This design comes from an exercise in tuning for small area on the open sky130 flow, not from production work. In this exercise RTL edits were held to simulation tests only and were not proved equivalent to the original. No activity file was given, so power comes from the tool's default toggle rates.

==> flow/design.v, too long to show whole: its modules and the start of the top module <==
// module fa: 4 lines
// module ha: 4 lines
// module FFT: 3900 lines
module FFT #(parameter N = 64,
             parameter WIDTH = 16)
            (input clk,
             input rst,
             input enable_in,
             input signed [WIDTH-1:0] in_re,
             input signed [WIDTH-1:0] in_im,
             output enable_out,
             output signed [WIDTH-1:0] out_re,
             output signed [WIDTH-1:0] out_im);
  // ...
==> flow/run.sh <==
#!/bin/bash
# synth_recipe.tcl (not shown) runs the flow's synth.tcl, then flattens the netlist and writes it again
# the make line also repeats each setting of config.mk as NAME=value (left out here)
make -C /OpenROAD-flow-scripts/flow DESIGN_CONFIG=/design/flow/config.mk WORK_HOME=/design/flow/orfs CLKGATE_MAP_FILE= SYNTH_SCRIPT=/design/flow/synth_recipe.tcl finish
==> flow/config.mk <==
export PLATFORM = sky130hd
export DESIGN_NAME = FFT
export DESIGN_NICKNAME = FFT
export VERILOG_FILES = /design/flow/design.v
export SDC_FILE = /design/flow/constraint.sdc
export NUM_CORES = 4
export LEC_CHECK = 0
export CAP_MARGIN = 20
export CORE_MARGIN = 2
export CORE_UTILIZATION = 60
export CTS_BUF_LIST = sky130_fd_sc_hd__clkbuf_8
export CTS_CLUSTER_DIAMETER = 60
export CTS_CLUSTER_SIZE = 16
export SLEW_MARGIN = 20
export SYNTH_HIERARCHICAL = 1
export SYNTH_MINIMUM_KEEP_SIZE = 0
==> flow/constraint.sdc <==
create_clock -name core_clock -period 10.0 [get_ports {clk}]
set_input_delay 2.0000 -clock core_clock [delete_from_list [all_inputs] [get_ports {clk}]]
set_output_delay 2.0000 -clock core_clock [all_outputs]
set_load 0.01 [all_outputs]
==> impl_metrics.json, run 1 <==
{
  "clk_latency_ps": 1000,
  "seqPwrFrac_pct": 63.9,
  "ys_top_cells_by_area": "dfxtp_1, fa_1, xnor2_1",
  "maxPowerGroup": "sequential cells",
  "design.seq.count": 2364,
  "yosysMostFrequentCell": "dfxtp_1",
  "p_sw_share_pct": 23.03,
  "cpMostUsedCell": "fa_1",
  "ctsHtreeMaxLevel": 4,
  "status": "no timing/DRC/antenna violations",
  "top_layer": "met4",
  "core_area_um2": 173200,
  "ant_nets": 0,
  "synth_mux_area_share_pct": 3.004,
  "synthTopCellsByCount": "dfxtp_1, fa_1, xnor2_1",
  "cts_num_sinks": 2364,
  "worstHoldEndpoint": "s1b_buf[9][7]",
  "synthDistinctLibCells": 86,
  "die_area_um2": 177200,
  "io_pins": 68,
  "crit_arrival_ps": 10620,
  "grt_pass1_vias": 67690,
  "cp_num_buf_inv": 1,
  "clkPwrFrac_pct": 31.1,
  "post-cts-setup-buffer-count": 0,
  "netlist.area_leader.share_pct": 45.38,
  "top_area_cell_class": "multi-input combinational cells",
  "grt_max_degree": 99,
  "multi_input_cells": 5122
}
==> run 2, diff against run 1 <==
--- a/flow/design.v
+++ b/flow/design.v
@@ -47,35 +47,37 @@
     end
     assign s1a_a_re[15] = s1a_d_re[15] ^ s1a_x_re[15] ^ s1a_ca_re[16];
     assign s1a_a_im[15] = s1a_d_im[15] ^ s1a_x_im[15] ^ s1a_ca_im[16];
     for (i = 1; i < 15; i = i + 1) begin : s1a_g_sub
         fa u_br (.a(s1a_a_re[i]), .b(s1a_nx_re[i]), .c(s1a_cb_re[i]), .s(s1a_b_re[i]), .co(s1a_cb_re[i+1]));
         fa u_bi (.a(s1a_a_im[i]), .b(s1a_nx_im[i]), .c(s1a_cb_im[i]), .s(s1a_b_im[i]), .co(s1a_cb_im[i+1]));
     end
     assign s1a_b_re[15] = s1a_a_re[15] ^ s1a_nx_re[15] ^ s1a_cb_re[15];
-    assign s1a_b_im[15] = s1a_a_im[15] ^ s1a_nx_im[15] ^ s1a_cb_im[15];
     assign s1a_nb_re[0] = s1a_x_re[0] ^ s1a_a_re[0];
     assign s1a_cn_re[1] = s1a_x_re[0] | s1a_na_re[0];
     for (i = 1; i < 15; i = i + 1) begin : s1a_g_nb
         fa u_nb (.a(s1a_x_re[i]), .b(s1a_na_re[i]), .c(s1a_cn_re[i]), .s(s1a_nb_re[i]), .co(s1a_cn_re[i+1]));
     end
     assign s1a_nb_re[15] = s1a_x_re[15] ^ s1a_na_re[15] ^ s1a_cn_re[15];
+    assign s1a_b_im[15] = s1a_a_im[15] ^ s1a_nx_im[15] ^ s1a_cb_im[15];
     always @(posedge clk) begin
         s1a_buf[0] <= s1a_ph ? {s1a_rot ? s1a_b_im : s1a_b_re, s1a_rot ? s1a_nb_re : s1a_b_im}
                            : {s1a_x_re, s1a_x_im};
         for (k = 1; k < 32; k = k + 1)
             s1a_buf[k] <= s1a_buf[k-1];
     end
     reg [15:0] s1a_y_re, s1a_y_im;
-    reg s1a_v_out;
-    reg [5:0] s1a_cnt_out;
     always @(posedge clk) begin
         s1a_y_re <= s1a_ph ? s1a_a_re : s1a_d_re;
         s1a_y_im <= s1a_ph ? s1a_a_im : s1a_d_im;
+    end
+    reg s1a_v_out;
+    reg [5:0] s1a_cnt_out;
+    always @(posedge clk) begin
         if (rst)
             s1a_v_out <= 1'b0;
         else if (s1a_v_in && s1a_cnt_in == 6'd32)
             s1a_v_out <= 1'b1;
         else if (s1a_cnt_out == 6'd63)
             s1a_v_out <= 1'b0;
         if (rst || !s1a_v_out)
             s1a_cnt_out <= 6'd0;
@@ -106,30 +108,32 @@
     end
     assign s1b_a_re[15] = s1b_d_re[15] ^ s1b_x_re[15] ^ s1b_ca_re[16];
     assign s1b_a_im[15] = s1b_d_im[15] ^ s1b_x_im[15] ^ s1b_ca_im[16];
     for (i = 1; i < 15; i = i + 1) begin : s1b_g_sub
         fa u_br (.a(s1b_a_re[i]), .b(s1b_nx_re[i]), .c(s1b_cb_re[i]), .s(s1b_b_re[i]), .co(s1b_cb_re[i+1]));
         fa u_bi (.a(s1b_a_im[i]), .b(s1b_nx_im[i]), .c(s1b_cb_im[i]), .s(s1b_b_im[i]), .co(s1b_cb_im[i+1]));
     end
     assign s1b_b_re[15] = s1b_a_re[15] ^ s1b_nx_re[15] ^ s1b_cb_re[15];
-    assign s1b_b_im[15] = s1b_a_im[15] ^ s1b_nx_im[15] ^ s1b_cb_im[15];
     assign s1b_nb_re = s1b_b_re;
+    assign s1b_b_im[15] = s1b_a_im[15] ^ s1b_nx_im[15] ^ s1b_cb_im[15];
     always @(posedge clk) begin
         s1b_buf[0] <= s1b_ph ? {s1b_rot ? s1b_b_im : s1b_b_re, s1b_rot ? s1b_nb_re : s1b_b_im}
                            : {s1b_x_re, s1b_x_im};
         for (k = 1; k < 16; k = k + 1)
             s1b_buf[k] <= s1b_buf[k-1];
     end
     reg [15:0] s1b_y_re, s1b_y_im;
-    reg s1b_v_out;
-    reg [5:0] s1b_cnt_out;
     always @(posedge clk) begin
         s1b_y_re <= s1b_ph ? s1b_a_re : s1b_d_re;
         s1b_y_im <= s1b_ph ? s1b_a_im : s1b_d_im;
+    end
+    reg s1b_v_out;
+    reg [5:0] s1b_cnt_out;
+    always @(posedge clk) begin
         if (rst)
             s1b_v_out <= 1'b0;
         else if (s1b_v_in && s1b_cnt_in == 6'd16)
             s1b_v_out <= 1'b1;
         else if (s1b_cnt_out == 6'd63)
             s1b_v_out <= 1'b0;
         if (rst || !s1b_v_out)
             s1b_cnt_out <= 6'd0;
@@ -2040,35 +2044,37 @@
     end
     assign s2a_a_re[15] = s2a_d_re[15] ^ s2a_x_re[15] ^ s2a_ca_re[16];
     assign s2a_a_im[15] = s2a_d_im[15] ^ s2a_x_im[15] ^ s2a_ca_im[16];
     for (i = 1; i < 15; i = i + 1) begin : s2a_g_sub
         fa u_br (.a(s2a_a_re[i]), .b(s2a_nx_re[i]), .c(s2a_cb_re[i]), .s(s2a_b_re[i]), .co(s2a_cb_re[i+1]));
         fa u_bi (.a(s2a_a_im[i]), .b(s2a_nx_im[i]), .c(s2a_cb_im[i]), .s(s2a_b_im[i]), .co(s2a_cb_im[i+1]));
     end
     assign s2a_b_re[15] = s2a_a_re[15] ^ s2a_nx_re[15] ^ s2a_cb_re[15];
-    assign s2a_b_im[15] = s2a_a_im[15] ^ s2a_nx_im[15] ^ s2a_cb_im[15];
     assign s2a_nb_re[0] = s2a_x_re[0] ^ s2a_a_re[0];
     assign s2a_cn_re[1] = s2a_x_re[0] | s2a_na_re[0];
     for (i = 1; i < 15; i = i + 1) begin : s2a_g_nb
         fa u_nb (.a(s2a_x_re[i]), .b(s2a_na_re[i]), .c(s2a_cn_re[i]), .s(s2a_nb_re[i]), .co(s2a_cn_re[i+1]));
     end
     assign s2a_nb_re[15] = s2a_x_re[15] ^ s2a_na_re[15] ^ s2a_cn_re[15];
+    assign s2a_b_im[15] = s2a_a_im[15] ^ s2a_nx_im[15] ^ s2a_cb_im[15];
     always @(posedge clk) begin
         s2a_buf[0] <= s2a_ph ? {s2a_rot ? s2a_b_im : s2a_b_re, s2a_rot ? s2a_nb_re : s2a_b_im}
                            : {s2a_x_re, s2a_x_im};
         for (k = 1; k < 8; k = k + 1)
             s2a_buf[k] <= s2a_buf[k-1];
     end
     reg [15:0] s2a_y_re, s2a_y_im;
-    reg s2a_v_out;
-    reg [5:0] s2a_cnt_out;
     always @(posedge clk) begin
         s2a_y_re <= s2a_ph ? s2a_a_re : s2a_d_re;
         s2a_y_im <= s2a_ph ? s2a_a_im : s2a_d_im;
+    end
+    reg s2a_v_out;
+    reg [5:0] s2a_cnt_out;
+    always @(posedge clk) begin
         if (rst)
             s2a_v_out <= 1'b0;
         else if (s2a_v_in && s2a_cnt_in == 6'd8)
             s2a_v_out <= 1'b1;
         else if (s2a_cnt_out == 6'd63)
             s2a_v_out <= 1'b0;
         if (rst || !s2a_v_out)
             s2a_cnt_out <= 6'd0;
@@ -2099,30 +2105,32 @@
     end
     assign s2b_a_re[15] = s2b_d_re[15] ^ s2b_x_re[15] ^ s2b_ca_re[16];
     assign s2b_a_im[15] = s2b_d_im[15] ^ s2b_x_im[15] ^ s2b_ca_im[16];
     for (i = 1; i < 15; i = i + 1) begin : s2b_g_sub
         fa u_br (.a(s2b_a_re[i]), .b(s2b_nx_re[i]), .c(s2b_cb_re[i]), .s(s2b_b_re[i]), .co(s2b_cb_re[i+1]));
         fa u_bi (.a(s2b_a_im[i]), .b(s2b_nx_im[i]), .c(s2b_cb_im[i]), .s(s2b_b_im[i]), .co(s2b_cb_im[i+1]));
     end
     assign s2b_b_re[15] = s2b_a_re[15] ^ s2b_nx_re[15] ^ s2b_cb_re[15];
-    assign s2b_b_im[15] = s2b_a_im[15] ^ s2b_nx_im[15] ^ s2b_cb_im[15];
     assign s2b_nb_re = s2b_b_re;
+    assign s2b_b_im[15] = s2b_a_im[15] ^ s2b_nx_im[15] ^ s2b_cb_im[15];
     always @(posedge clk) begin
         s2b_buf[0] <= s2b_ph ? {s2b_rot ? s2b_b_im : s2b_b_re, s2b_rot ? s2b_nb_re : s2b_b_im}
                            : {s2b_x_re, s2b_x_im};
         for (k = 1; k < 4; k = k + 1)
             s2b_buf[k] <= s2b_buf[k-1];
     end
     reg [15:0] s2b_y_re, s2b_y_im;
-    reg s2b_v_out;
-    reg [5:0] s2b_cnt_out;
     always @(posedge clk) begin
         s2b_y_re <= s2b_ph ? s2b_a_re : s2b_d_re;
         s2b_y_im <= s2b_ph ? s2b_a_im : s2b_d_im;
+    end
+    reg s2b_v_out;
+    reg [5:0] s2b_cnt_out;
+    always @(posedge clk) begin
         if (rst)
             s2b_v_out <= 1'b0;
         else if (s2b_v_in && s2b_cnt_in == 6'd4)
             s2b_v_out <= 1'b1;
         else if (s2b_cnt_out == 6'd63)
             s2b_v_out <= 1'b0;
         if (rst || !s2b_v_out)
             s2b_cnt_out <= 6'd0;
@@ -3813,45 +3821,49 @@
     end
     assign s3a_a_re[15] = s3a_d_re[15] ^ s3a_x_re[15] ^ s3a_ca_re[16];
     assign s3a_a_im[15] = s3a_d_im[15] ^ s3a_x_im[15] ^ s3a_ca_im[16];
     for (i = 1; i < 15; i = i + 1) begin : s3a_g_sub
         fa u_br (.a(s3a_a_re[i]), .b(s3a_nx_re[i]), .c(s3a_cb_re[i]), .s(s3a_b_re[i]), .co(s3a_cb_re[i+1]));
         fa u_bi (.a(s3a_a_im[i]), .b(s3a_nx_im[i]), .c(s3a_cb_im[i]), .s(s3a_b_im[i]), .co(s3a_cb_im[i+1]));
     end
     assign s3a_b_re[15] = s3a_a_re[15] ^ s3a_nx_re[15] ^ s3a_cb_re[15];
-    assign s3a_b_im[15] = s3a_a_im[15] ^ s3a_nx_im[15] ^ s3a_cb_im[15];
     assign s3a_nb_re[0] = s3a_x_re[0] ^ s3a_a_re[0];
     assign s3a_cn_re[1] = s3a_x_re[0] | s3a_na_re[0];
     for (i = 1; i < 15; i = i + 1) begin : s3a_g_nb
         fa u_nb (.a(s3a_x_re[i]), .b(s3a_na_re[i]), .c(s3a_cn_re[i]), .s(s3a_nb_re[i]), .co(s3a_cn_re[i+1]));
     end
     assign s3a_nb_re[15] = s3a_x_re[15] ^ s3a_na_re[15] ^ s3a_cn_re[15];
+    assign s3a_b_im[15] = s3a_a_im[15] ^ s3a_nx_im[15] ^ s3a_cb_im[15];
     always @(posedge clk) begin
         s3a_buf[0] <= s3a_ph ? {s3a_rot ? s3a_b_im : s3a_b_re, s3a_rot ? s3a_nb_re : s3a_b_im}
                            : {s3a_x_re, s3a_x_im};
         for (k = 1; k < 2; k = k + 1)
             s3a_buf[k] <= s3a_buf[k-1];
     end
     reg [15:0] s3a_y_re, s3a_y_im;
-    reg s3a_v_out;
-    reg [5:0] s3a_cnt_out;
     always @(posedge clk) begin
         s3a_y_re <= s3a_ph ? s3a_a_re : s3a_d_re;
         s3a_y_im <= s3a_ph ? s3a_a_im : s3a_d_im;
+    end
+    reg [2:0] s3a_v_sh;
+    wire s3a_v_out = s3a_v_sh[2];
+    always @(posedge clk) begin
         if (rst)
-            s3a_v_out <= 1'b0;
-        else if (s3a_v_in && s3a_cnt_in == 6'd2)
-            s3a_v_out <= 1'b1;
-        else if (s3a_cnt_out == 6'd63)
-            s3a_v_out <= 1'b0;
+            s3a_v_sh <= {3{1'b0}};
+        else
+            s3a_v_sh <= {s3a_v_sh[1:0], s3a_v_in};
+    end
+    reg s3a_p;
+    wire [5:0] s3a_cnt_out = {5'd0, s3a_p};
+    always @(posedge clk) begin
         if (rst || !s3a_v_out)
-            s3a_cnt_out <= 6'd0;
+            s3a_p <= 1'b0;
         else
-            s3a_cnt_out <= s3a_cnt_out + 1'b1;
+            s3a_p <= ~s3a_p;
     end
     wire s3b_v_in = s3a_v_out;
     wire [5:0] s3b_cnt_in = s3a_cnt_out;
     wire [15:0] s3b_x_re = s3a_y_re;
     wire [15:0] s3b_x_im = s3a_y_im;
     wire s3b_ph = s3b_cnt_in[0];
     wire s3b_rot = 1'b0;
     reg [31:0] s3b_buf [0:0];
@@ -3872,37 +3884,34 @@
     end
     assign s3b_a_re[15] = s3b_d_re[15] ^ s3b_x_re[15] ^ s3b_ca_re[16];
     assign s3b_a_im[15] = s3b_d_im[15] ^ s3b_x_im[15] ^ s3b_ca_im[16];
     for (i = 1; i < 15; i = i + 1) begin : s3b_g_sub
         fa u_br (.a(s3b_a_re[i]), .b(s3b_nx_re[i]), .c(s3b_cb_re[i]), .s(s3b_b_re[i]), .co(s3b_cb_re[i+1]));
         fa u_bi (.a(s3b_a_im[i]), .b(s3b_nx_im[i]), .c(s3b_cb_im[i]), .s(s3b_b_im[i]), .co(s3b_cb_im[i+1]));
     end
     assign s3b_b_re[15] = s3b_a_re[15] ^ s3b_nx_re[15] ^ s3b_cb_re[15];
-    assign s3b_b_im[15] = s3b_a_im[15] ^ s3b_nx_im[15] ^ s3b_cb_im[15];
     assign s3b_nb_re = s3b_b_re;
+    assign s3b_b_im[15] = s3b_a_im[15] ^ s3b_nx_im[15] ^ s3b_cb_im[15];
     always @(posedge clk) begin
         s3b_buf[0] <= s3b_ph ? {s3b_rot ? s3b_b_im : s3b_b_re, s3b_rot ? s3b_nb_re : s3b_b_im}
                            : {s3b_x_re, s3b_x_im};
         for (k = 1; k < 1; k = k + 1)
             s3b_buf[k] <= s3b_buf[k-1];
     end
     reg [15:0] s3b_y_re, s3b_y_im;
-    reg s3b_v_out;
-    reg [5:0] s3b_cnt_out;
     always @(posedge clk) begin
         s3b_y_re <= s3b_ph ? s3b_a_re : s3b_d_re;
         s3b_y_im <= s3b_ph ? s3b_a_im : s3b_d_im;
+    end
+    reg [1:0] s3b_v_sh;
+    wire s3b_v_out = s3b_v_sh[1];
+    always @(posedge clk) begin
         if (rst)
-            s3b_v_out <= 1'b0;
-        else if (s3b_v_in && s3b_cnt_in == 6'd1)
-            s3b_v_out <= 1'b1;
-        else if (s3b_cnt_out == 6'd63)
-            s3b_v_out <= 1'b0;
-        if (rst || !s3b_v_out)
-            s3b_cnt_out <= 6'd0;
+            s3b_v_sh <= {2{1'b0}};
         else
-            s3b_cnt_out <= s3b_cnt_out + 1'b1;
+            s3b_v_sh <= {s3b_v_sh[0:0], s3b_v_in};
     end
+    wire [5:0] s3b_cnt_out = 6'd0;
     assign enable_out = s3b_v_out;
     assign out_re = s3b_y_re;
     assign out_im = s3b_y_im;
 endmodule
==> flow/flow/run.sh (new file) <==
#!/bin/bash
# Standard layout, with two changes:
# - between synthesis and floorplan, flow/fixpol.py flips the polarity of
#   full-adder cells where that removes inverters between chained adders
#   (FA(~a,~b,~c) = ~FA(a,b,c)); registers and the function are unchanged;
# - every port still gets a buffer, but the smallest one (buf_1).
# Each tool's output goes to a log file here.
set -euo pipefail
R=orfs/results/${FLOW_PLATFORM}/FFT/base
bash standard.sh synth > synth.log 2>&1
python3 flow/fixpol.py "$R/1_2_yosys.v" "$R/1_2_yosys_pol.v" > fixpol.log 2>&1
cp "$R/1_2_yosys.v" "$R/1_2_yosys_std.v"
mv "$R/1_2_yosys_pol.v" "$R/1_2_yosys.v"
rm -f "$R/1_synth.odb" "$R/1_synth.sdc"
BUFFER_PORTS_ARGS="-buffer_cell sky130_fd_sc_hd__buf_1" bash standard.sh finish > layout.log 2>&1
==> flow/flow/fixpol.py (new file) <==
#!/usr/bin/env python3
"""Remove inverters between full adders in a Yosys gate netlist.

A full adder with all three inputs complemented gives both outputs
complemented: FA(~a,~b,~c) = (~co, ~s). For each fa cell, flipping it
(taking the complements of its inputs and producing the complements of its
outputs) is done when it lowers the inverter count. Only sky130 fa and inv
cells are touched; the function of the netlist is unchanged.
Usage: fixpol.py in.v out.v (a few greedy rounds over all fa cells)
"""
import re, sys, collections

INV = "sky130_fd_sc_hd__inv_1"
src = open(sys.argv[1]).read()

cell_re = re.compile(r'^(\s*)(sky130_fd_sc_hd__\w+)\s+(\S+)\s*\((.*?)\);\n', re.S | re.M)
pin_re = re.compile(r'\.(\w+)\(([^()]*)\)')
OUTP = {"X", "Y", "Q", "Q_N", "SUM", "COUT", "HI", "LO", "GCLK"}

cells = {}      # name -> [type, {pin: net}]
order = []
for m in cell_re.finditer(src):
    typ, name, body = m.group(2), m.group(3), m.group(4)
    pins = {p: n.strip() for p, n in pin_re.findall(body)}
    cells[name] = [typ, pins]
    order.append(name)

# nets used outside cells (assign statements, ports) count as fixed loads
rest = cell_re.sub("", src)
ext = collections.Counter()
for line in rest.split("\n"):
    s = line.strip()
    if s.startswith("assign"):
        for tok in re.findall(r'\\\S+(?:\s*\[\d+\])?|[A-Za-z_][\w$]*(?:\s*\[\d+\])?', s[6:]):
            ext[re.sub(r'\s+', ' ', tok).strip()] += 1
    elif s.startswith("output") or s.startswith("input"):
        pass

def norm(n):
    return re.sub(r'\s+', ' ', n).strip()
def emit(n):
    return n + " " if n.startswith("\\") else n

drv = {}
loads = collections.defaultdict(set)   # net -> set of (cell, pin)
def rebuild():
    drv.clear(); loads.clear()
    for nm, (t, pins) in cells.items():
        for p, n in pins.items():
            n = norm(n)
            if p in OUTP: drv[n] = (nm, p)
            else: loads[n].add((nm, p))
rebuild()

def is_inv(nm): return cells[nm][0] == INV
def inv_out_of(net):
    """an existing inverter driven by net, or None"""
    for (c, p) in loads.get(net, ()):
        if is_inv(c): return c
    return None
def ext_use(net):
    return ext.get(net, 0) > 0 or net.split(" [")[0] in ports

ports = set()
for m in re.finditer(r'^\s*(?:input|output)\s+(?:\[[^\]]*\]\s*)?([^;]+);', src, re.M):
    for nm in m.group(1).split(","):
        ports.add(nm.strip())

newid = [0]
def fresh():
    newid[0] += 1
    return "_pol%d_" % newid[0]
new_wires = []

def gain(fa):
    t, pins = cells[fa]
    g = 0
    for p in ("A", "B", "CIN"):
        n = norm(pins[p])
        d = drv.get(n)
        if d and is_inv(d[0]):
            # the inverter goes away if this is its only load and the net is not used elsewhere
            iv_out = n
            if len(loads[iv_out]) == 1 and not ext_use(iv_out): g += 1
        else:
            if inv_out_of(n) is None: g -= 1
    for p in ("SUM", "COUT"):
        n = norm(pins[p])
        ls = loads[n]
        invs = [c for c, q in ls if is_inv(c)]
        others = [c for c, q in ls if not is_inv(c)]
        g += len(invs)
        if others or ext_use(n): g -= 1
    return g

def flip(fa):
    t, pins = cells[fa]
    for p in ("A", "B", "CIN"):
        n = norm(pins[p])
        d = drv.get(n)
        if d and is_inv(d[0]):
            src_net = norm(cells[d[0]][1]["A"])
            pins[p] = src_net
            loads[n].discard((fa, p)); loads[src_net].add((fa, p))
            if not loads[n] and not ext_use(n):
                del cells[d[0]]; loads[src_net].discard((d[0], "A")); del drv[n]
        else:
            iv = inv_out_of(n)
            if iv is None:
                w = fresh(); new_wires.append(w)
                iv = fresh().replace("_pol", "_polinv")
                cells[iv] = [INV, {"A": n, "Y": w}]
                loads[n].add((iv, "A")); drv[w] = (iv, "Y")
            w = norm(cells[iv][1]["Y"])
            pins[p] = w
            loads[n].discard((fa, p)); loads[w].add((fa, p))
    for p in ("SUM", "COUT"):
        n = norm(pins[p])
        w = fresh(); new_wires.append(w)       # new net: complement of n
        pins[p] = w; drv[w] = (fa, p); del drv[n]
        ls = list(loads[n])
        keep_n = False
        for (c, q) in ls:
            if is_inv(c):
                # inverter n -> m: m equals w now; move m's loads onto w
                m = norm(cells[c][1]["Y"])
                if ext_use(m):
                    # m is used outside cells: keep a buffer-free path by making this
                    # inverter drive n from w instead
                    keep_n = True
                    continue
                for (c2, q2) in list(loads[m]):
                    cells[c2][1][q2] = w; loads[w].add((c2, q2))
                del loads[m]; del drv[m]
                del cells[c]
                loads[n].discard((c, q))
            else:
                keep_n = True
        if keep_n or ext_use(n):
            # n is still needed: an inverter from w
            iv = fresh().replace("_pol", "_polinv")
            cells[iv] = [INV, {"A": w, "Y": n}]
            drv[n] = (iv, "Y"); loads[w].add((iv, "A"))
            # inverters that used to load n and were kept (ext use) still load n
        else:
            if n in loads and not loads[n]: del loads[n]

def count_inv(): return sum(1 for c in cells.values() if c[0] == INV)
rounds = 0
before = count_inv()
for rnd in range(12):
    rounds += 1
    moved = 0
    fas = [c for c in list(cells) if cells.get(c, [None])[0] == "sky130_fd_sc_hd__fa_1"]
    if rnd % 2 == 1:
        fas.reverse()
    for fa in fas:
        if fa in cells:
            g = gain(fa)
            if g > 0 or (g == 0 and rnd < 8 and rnd % 2 == 0):
                flip(fa); moved += 1
    sys.stderr.write("round %d: %d flips, %d inverters\n" % (rnd, moved, count_inv()))
after = count_inv()
sys.stderr.write("inverters %d -> %d in %d rounds\n" % (before, after, rounds))

# write back
out = []
pos = 0
emitted = set()
ms = list(cell_re.finditer(src))
for m in ms:
    out.append(src[pos:m.start()])
    pos = m.end()
    nm = m.group(3)
    if nm in cells:
        t, pins = cells[nm]
        out.append("%s%s %s (\n%s\n%s);\n" % (m.group(1), t, nm, ",\n".join("%s  .%s(%s)" % (m.group(1), p, emit(n)) for p, n in pins.items()), m.group(1)))
        emitted.add(nm)
tail = src[pos:]
extra = []
decl = "".join("  wire %s;\n" % w for w in new_wires)
out[0] = out[0] + decl
for nm, (t, pins) in cells.items():
    if nm not in emitted:
        extra.append("  %s %s (\n%s\n  );\n" % (t, nm, ",\n".join("    .%s(%s)" % (p, emit(n)) for p, n in pins.items())))
i = tail.rindex("endmodule")
tail = tail[:i] + "".join(extra) + tail[i:]
open(sys.argv[2], "w").write("".join(out) + tail)
==> flow/standard.sh (new file) <==
#!/bin/bash
# synth_recipe.tcl (not shown) runs the flow's synth.tcl, then flattens the netlist and writes it again
# the make line also repeats each setting of config.mk as NAME=value (left out here)
make -C /OpenROAD-flow-scripts/flow DESIGN_CONFIG=/design/flow/config.mk WORK_HOME=/design/flow/orfs CLKGATE_MAP_FILE= SYNTH_SCRIPT=/design/flow/synth_recipe.tcl "${@:-finish}"
==> flow/config.mk (replaced) <==
export PLATFORM = sky130hd
export DESIGN_NAME = FFT
export DESIGN_NICKNAME = FFT
export VERILOG_FILES = /design/flow/design.v
export SDC_FILE = /design/flow/constraint.sdc
export NUM_CORES = 4
export LEC_CHECK = 0
export ABC_AREA = 1
export CAP_MARGIN = 5
export CORE_MARGIN = 2
export CORE_UTILIZATION = 60
export CTS_BUF_LIST = sky130_fd_sc_hd__clkbuf_8
export CTS_CLUSTER_DIAMETER = 60
export CTS_CLUSTER_SIZE = 16
export SLEW_MARGIN = 5
removed: flow/run.sh
==> impl_metrics.json, run 2 <==
{
  "r2r_cells": 37,
  "cts_buffers": 177,
  "fillCellCount": 13060,
  "fin_cells": 11410,
  "hpwl_mm": 221.5,
  "dp_cells": 11180,
  "vdd_ir_drop_max_uv": 205.1,
  "cp-end-kind": "flop",
  "hold_ws_ps": 277.3,
  "tightest_slew_ps": 1193,
  "setup_viol": 0,
  "drtIter0Drc": 6490,
  "finClkSkew_ps": 105.5,
  "grt_max_degree": 89,
  "reg_top3": "s1a_buf (1024), s1b_buf (512), s2a_buf (256)",
  "cpMostUsedCell": "fa_1",
  "cts-root-buf": "clkbuf_8",
  "grt_usage_pct": 34.26,
  "ctsHtreeMaxLevel": 4,
  "finalInstanceArea_um2": 108600,
  "antenna_found_initial": 12,
  "cts_tree": "built",
  "p_per_area_nw_per_um2": 141.2,
  "worstPathMaxFanout": 8,
  "layout_common_cells": "dfxtp_1, fa_1, inv_1, nand2_1, xor2_1",
  "dieWidth_um": 416.4,
  "final_nets": 10580,
  "cts_num_sinks": 2352,
  "ys_warn_count": 7,
  "syn_inst": 9050,
  "ant_nets": 0,
  "viasPerCell": 5.615,
  "relSlewSlack_pct": 20.27,
  "final_common_cell": "dfxtp_1",
  "max_clock_freq_mhz": 104.7,
  "drc": 0,
  "largest_register_ffs": 1024,
  "grt_remaining_overflow": 0,
  "area_growth_syn_to_layout_pct": 6.425,
  "fin_crit_sh_pct": 95.51,
  "slowest_delay_ps": 550,
  "worstHoldPathType": "flop to flop",
  "slew_violations": 0,
  "fin_util_pct": 64.21,
  "syn_nets": 10490,
  "synth.avg_cell_area_um2": 11.27,
  "final_period_minus_worst_setup_slack_ps": 9551,
  "portBuffers": 67,
  "io_pins": 68,
  "crit_type": "flop to flop",
  "wl_mm": 289.7,
  "dr_total_vias": 64050,
  "critPathLaunchType": "flop",
  "grt_pass1_vias": 68370,
  "slowest_stage": "fa_1",
  "final_layout_size_suffix_gt1_share_pct": 7.088,
  "clkTransAtPathRegs_ps": 100,
  "worst-endpoint-required_ps": 10830,
  "fp-row-count": 151,
  "gp_congestion": 1.001,
  "clk_latency_ps": 1020,
  "core_area_um2": 169100,
  "pre_cts_ws_ps": -195.1,
  "synth_area_um2": 102000,
  "placed_cell_area_um2": 105300,
  "die_y_um": 416.4,
  "grt_pass1_wl_mm": 436.5,
  "setup_slack_ps": 448.8,
  "firstDrtPassIters": 6,
  "hold_viol": 0,
  "hold_depth": 0,
  "largest_register": "s1a_buf",
  "crit_arrival_ps": 10380,
  "status": "no timing/DRC/antenna violations",
  "cap_violations": 0,
  "die_area_um2": 173400,
  "initial_core_util_pct": 60.34,
  "wl_per_cell_um": 25.39,
  "clock_path_buffers": 3,
  "p_leak_nw": 45.57
}
-- run 2: changes by cell type in the layout (fill, tap and decap cells not counted), sizes merged, moves of 133 or more --
cell   before   now
inv       401  1118
o22ai      51   359
a21oi     415   134
nor2      241   374
nand2     403  1066
mux2      192     1
a22oi     477    85
o21ai     320   556
xnor2     645    87
xor2       94   730
-- run 2: where the power goes --
group / total, mW / switching (mW) / internal, mW
Sequential: 9.85 / 0.141 / 9.71
Combinational: 0.705 / 0.442 / 0.263
Clock: 4.77 / 2.99 / 1.78
-- run 2: layout make-up --
type,instances,area (um2),area share (%)
timing repair buffer,326,2196,2.022
clock buffer,180,2477,2.282
sequential,2352,47100,43.38
clock inverter,41,630.6,0.5808
multi-input combinational,5173,49210,45.32
antenna,5,12.51,0.01152
tap,2218,2775,2.556
inverter,1112,4178,3.848
-- run 2: stage by stage --
stage          power (mW)  TNS [ps]
3_5_place_dp        10.75    -381.2
5_1_grt             15.88    -4.001
3_3_place_gp        10.71    -194.2
6_report            15.33         0
2_1_floorplan       10.43         0
4_1_cts             15.46         0
-- run 2: final timing paths --
| kind | start | end | slack (ps) |
|---|---|---|---|
| worst max register to register | s1b_cnt_out[1] | s1m_im_2_0 | 450 |
| worst max-delay path | s1b_cnt_out[1] | s1m_im_2_0 | 450 |
| worst min-delay path | s1b_buf[13][0] | s1b_buf[14][0] | 280 |
| worst min register to register | s1b_buf[13][0] | s1b_buf[14][0] | 280 |
-- run 2: repair_timing --
action                                  4_1_cts  5_1_grt
setup buffers                                 0        5
resized for setup                             1       33
endpoints found under the setup margin        1        3
hold buffers                                  0        0
pin swaps                                     0        4
-- run 2: per-layer routing --
| layer | up-vias | track usage (%) | wire [um] |
|---|---|---|---|
| li1 | 28280 | - | - |
| met1 | 31780 | 45.86 | 116300 |
| met2 | 3154 | 52.64 | 129200 |
| met3 | 822 | 9.733 | 30320 |
| met4 | 8 | 14.31 | 13840 |
| met5 | - | 0 | 49 |
-- run 2: critical path: cells and delay by family, from the launching register on --
kind	cells	cell delay [ps]
adder cells (fa/ha/maj)	16	6440
flip-flops	1	390
AO/OA/AOI/OAI	1	120
buffers and inverters	8	680
XOR/XNOR	1	190
AND/OR/NAND/NOR	11	1550
==> run 3, diff against run 2 <==
--- a/flow/config.mk
+++ b/flow/config.mk
@@ -9,5 +9,5 @@
 export CAP_MARGIN = 5
 export CORE_MARGIN = 2
-export CORE_UTILIZATION = 60
+export CORE_UTILIZATION = 65
 export CTS_BUF_LIST = sky130_fd_sc_hd__clkbuf_8
 export CTS_CLUSTER_DIAMETER = 60
==> impl_metrics.json, run 3 <==
{
  "area_growth_syn_to_layout_pct": 6.214,
  "clock_path_buffers": 3,
  "antenna_found_initial": 15,
  "status": "no timing/DRC/antenna violations",
  "final_nets": 10580,
  "syn_nets": 10490,
  "drtIter0Drc": 6748,
  "hold_ws_ps": 269.7,
  "slowest_delay_ps": 540,
  "combPwrFrac_pct": 4.8,
  "synth.avg_cell_area_um2": 11.27,
  "setup_viol": 0,
  "firstDrtPassIters": 9,
  "max_clock_freq_mhz": 105.4,
  "syn_inst": 9050,
  "clk_latency_ps": 980,
  "io_pins": 68,
  "die_y_um": 400.2,
  "cts-root-buf": "clkbuf_8",
  "largest_register": "s1a_buf",
  "grt_usage_pct": 37.64,
  "tightest_slew_ps": 1107,
  "initial_core_util_pct": 65.39,
  "rsz0062_at_grt": "false",
  "synth_area_um2": 102000,
  "cap_violations": 0,
  "final_common_cell": "dfxtp_1",
  "cp-end-kind": "flop",
  "final_period_minus_worst_setup_slack_ps": 9486,
  "switchingPower_mw": 3.636,
  "fp-row-count": 145,
  "slew_violations": 0,
  "dp_cells": 11020,
  "cts_buffers": 177,
  "ctsHtreeMaxLevel": 4,
  "fillCellCount": 11100,
  "dr_total_vias": 65430,
  "p_leak_nw": 45.60,
  "grt_max_degree": 74,
  "p_per_area_nw_per_um2": 141.8,
  "dieWidth_um": 400.2,
  "drc": 0,
  "viasPerCell": 5.812,
  "fin_crit_sh_pct": 94.86,
  "final_layout_size_suffix_gt1_share_pct": 7.118,
  "finalInstanceArea_um2": 108400,
  "hpwl_mm": 221.9,
  "relSlewSlack_pct": 26.17,
  "critPathLaunchType": "flop",
  "hold_buffers": 0,
  "crit_type": "flop to flop",
  "vdd_ir_drop_max_uv": 228.0,
  "slowest_stage": "fa_1",
  "hold_viol": 0,
  "reg_top3": "s1a_buf (1024), s1b_buf (512), s2a_buf (256)",
  "cts_tree": "built",
  "p_sw_share_pct": 23.66,
  "placed_cell_area_um2": 105100,
  "finClkSkew_ps": 74.16,
  "ys_warn_count": 7,
  "ant_nets": 0,
  "fin_cells": 11260,
  "wl_mm": 295.5,
  "gp_congestion": 1.053,
  "layout_common_cells": "dfxtp_1, fa_1, inv_1, nand2_1, xor2_1",
  "wl_per_cell_um": 26.25,
  "core_area_um2": 156000,
  "largest_register_ffs": 1024,
  "cpMostUsedCell": "fa_1",
  "seqPwrFrac_pct": 64.2,
  "worstPathMaxFanout": 7,
  "grt_pass1_vias": 69630,
  "clkTransAtPathRegs_ps": 90,
  "cts_num_sinks": 2352,
  "p_int_mw": 11.73,
  "worstHoldPathType": "flop to flop",
  "grt_remaining_overflow": 0,
  "portBuffers": 67,
  "die_area_um2": 160200,
  "worst-endpoint-required_ps": 10840,
  "clkPwrFrac_pct": 31.0,
  "crit_arrival_ps": 10330,
  "grt_pass1_wl_mm": 439.3
}
-- run 3: timing repair --
item | in CTS | in global routing
gates resized for setup | 0 | 36
endpoints found under the setup margin | 0 | 6
setup buffers | 0 | 6
-- run 3: worst paths after layout --
check	start	end	slack (ps)	cells after the start
worst max-delay path	s1b_cnt_out[1]	s1m_im_2_0	510	36
worst min-delay path	s1a_buf[7][20]	s1a_buf[8][20]	270	0
worst max register to register	s1b_cnt_out[1]	s1m_im_2_0	510	36
worst min register to register	s1a_buf[7][20]	s1a_buf[8][20]	270	0
-- run 3: power groups by stage --
stage | logic (mW) | registers, mW | clock network, mW
after floorplan | 0.448 | 9.98 | 0
after global placement | 0.662 | 10.0 | 0
after detailed placement | 0.699 | 10.1 | 0
after CTS | 0.715 | 9.86 | 4.88
after global routing | 0.790 | 9.89 | 5.18
final | 0.736 | 9.86 | 4.77
-- run 3: final cells by class --
cell class                 instances  area (um2)  share of cell area, %
tap                             2058        2575                  2.376
clock buffer                     180        2477                  2.286
clock inverter                    41       588.1                 0.5427
multi-input combinational       5173       49200                  45.40
inverter                        1112        4178                  3.855
timing repair buffer             330        2226                  2.054
antenna                           12       30.03                0.02771
sequential                      2352       47100                  43.46
-- run 3: worst max-delay path: cells and delay by family (launching register included) --
family,cells,cell delay (ps)
flops,1,390
compound gates,2,310
buf+inv,7,580
xor+xnor,1,130
simple gates,10,1470
fa+ha+maj,16,6520
-- run 3: per-stage QoR --
step	setup slack [ps]	power [mW]	setup TNS [ps]	utilization, %
3_5_place_dp	-102.1	10.77	-183.3	67.37
2_1_floorplan	619.7	10.43	0	-
4_1_cts	74.29	15.46	0	69.34
5_1_grt	45.13	15.86	0	69.44
6_report	514.3	15.37	0	69.46
3_3_place_gp	-15.25	10.71	-15.25	67.37
-- run 3: metal layers --
layer / share of wire, % / track usage (%)
met1: 36 / 45.41
met3: 9.9 / 10.04
met5: 0.021 / 0
met2: 45 / 59.21
met4: 8.7 / 25.88

-- static timing again, ports no longer ideal --
The results above use ideal ports. As a check the final layouts listed here were re-extracted and re-timed, cells and wires unchanged. Step 1 (the two cells are an assumption about what drives the block):
set clk [get_ports {clk}]
set_driving_cell -lib_cell sky130_fd_sc_hd__clkbuf_16 $clk
set_driving_cell -lib_cell sky130_fd_sc_hd__buf_2 [delete_from_list [all_inputs] $clk]
Step 2 adds t to the input delays and takes it off the output delays; t is the mean of the earliest and latest rising clock arrival at the registers after step 1. Input paths then give back, and output paths get back, about the clock's delay inside the block. Slacks: no drivers / after step 1 / after step 2; pairs: no drivers / after step 1.
run	t, ns	slack for setup (ns)	worst slew at a driven data input, ns	cell pins on the clock port's net
run 1	1.056	0.231 / 0.231 / -0.285	0.06	1
run 2	1.055	0.449 / 0.449 / -0.218	0.09	1
run 3	1.035	0.514 / 0.514 / -0.165	0.22	1
Met with ideal ports but missed after step 2: setup timing in every run listed. The setup slack of run 3, which loses most, moves by 0.000 ns with the drivers and by -0.679 ns with both steps.
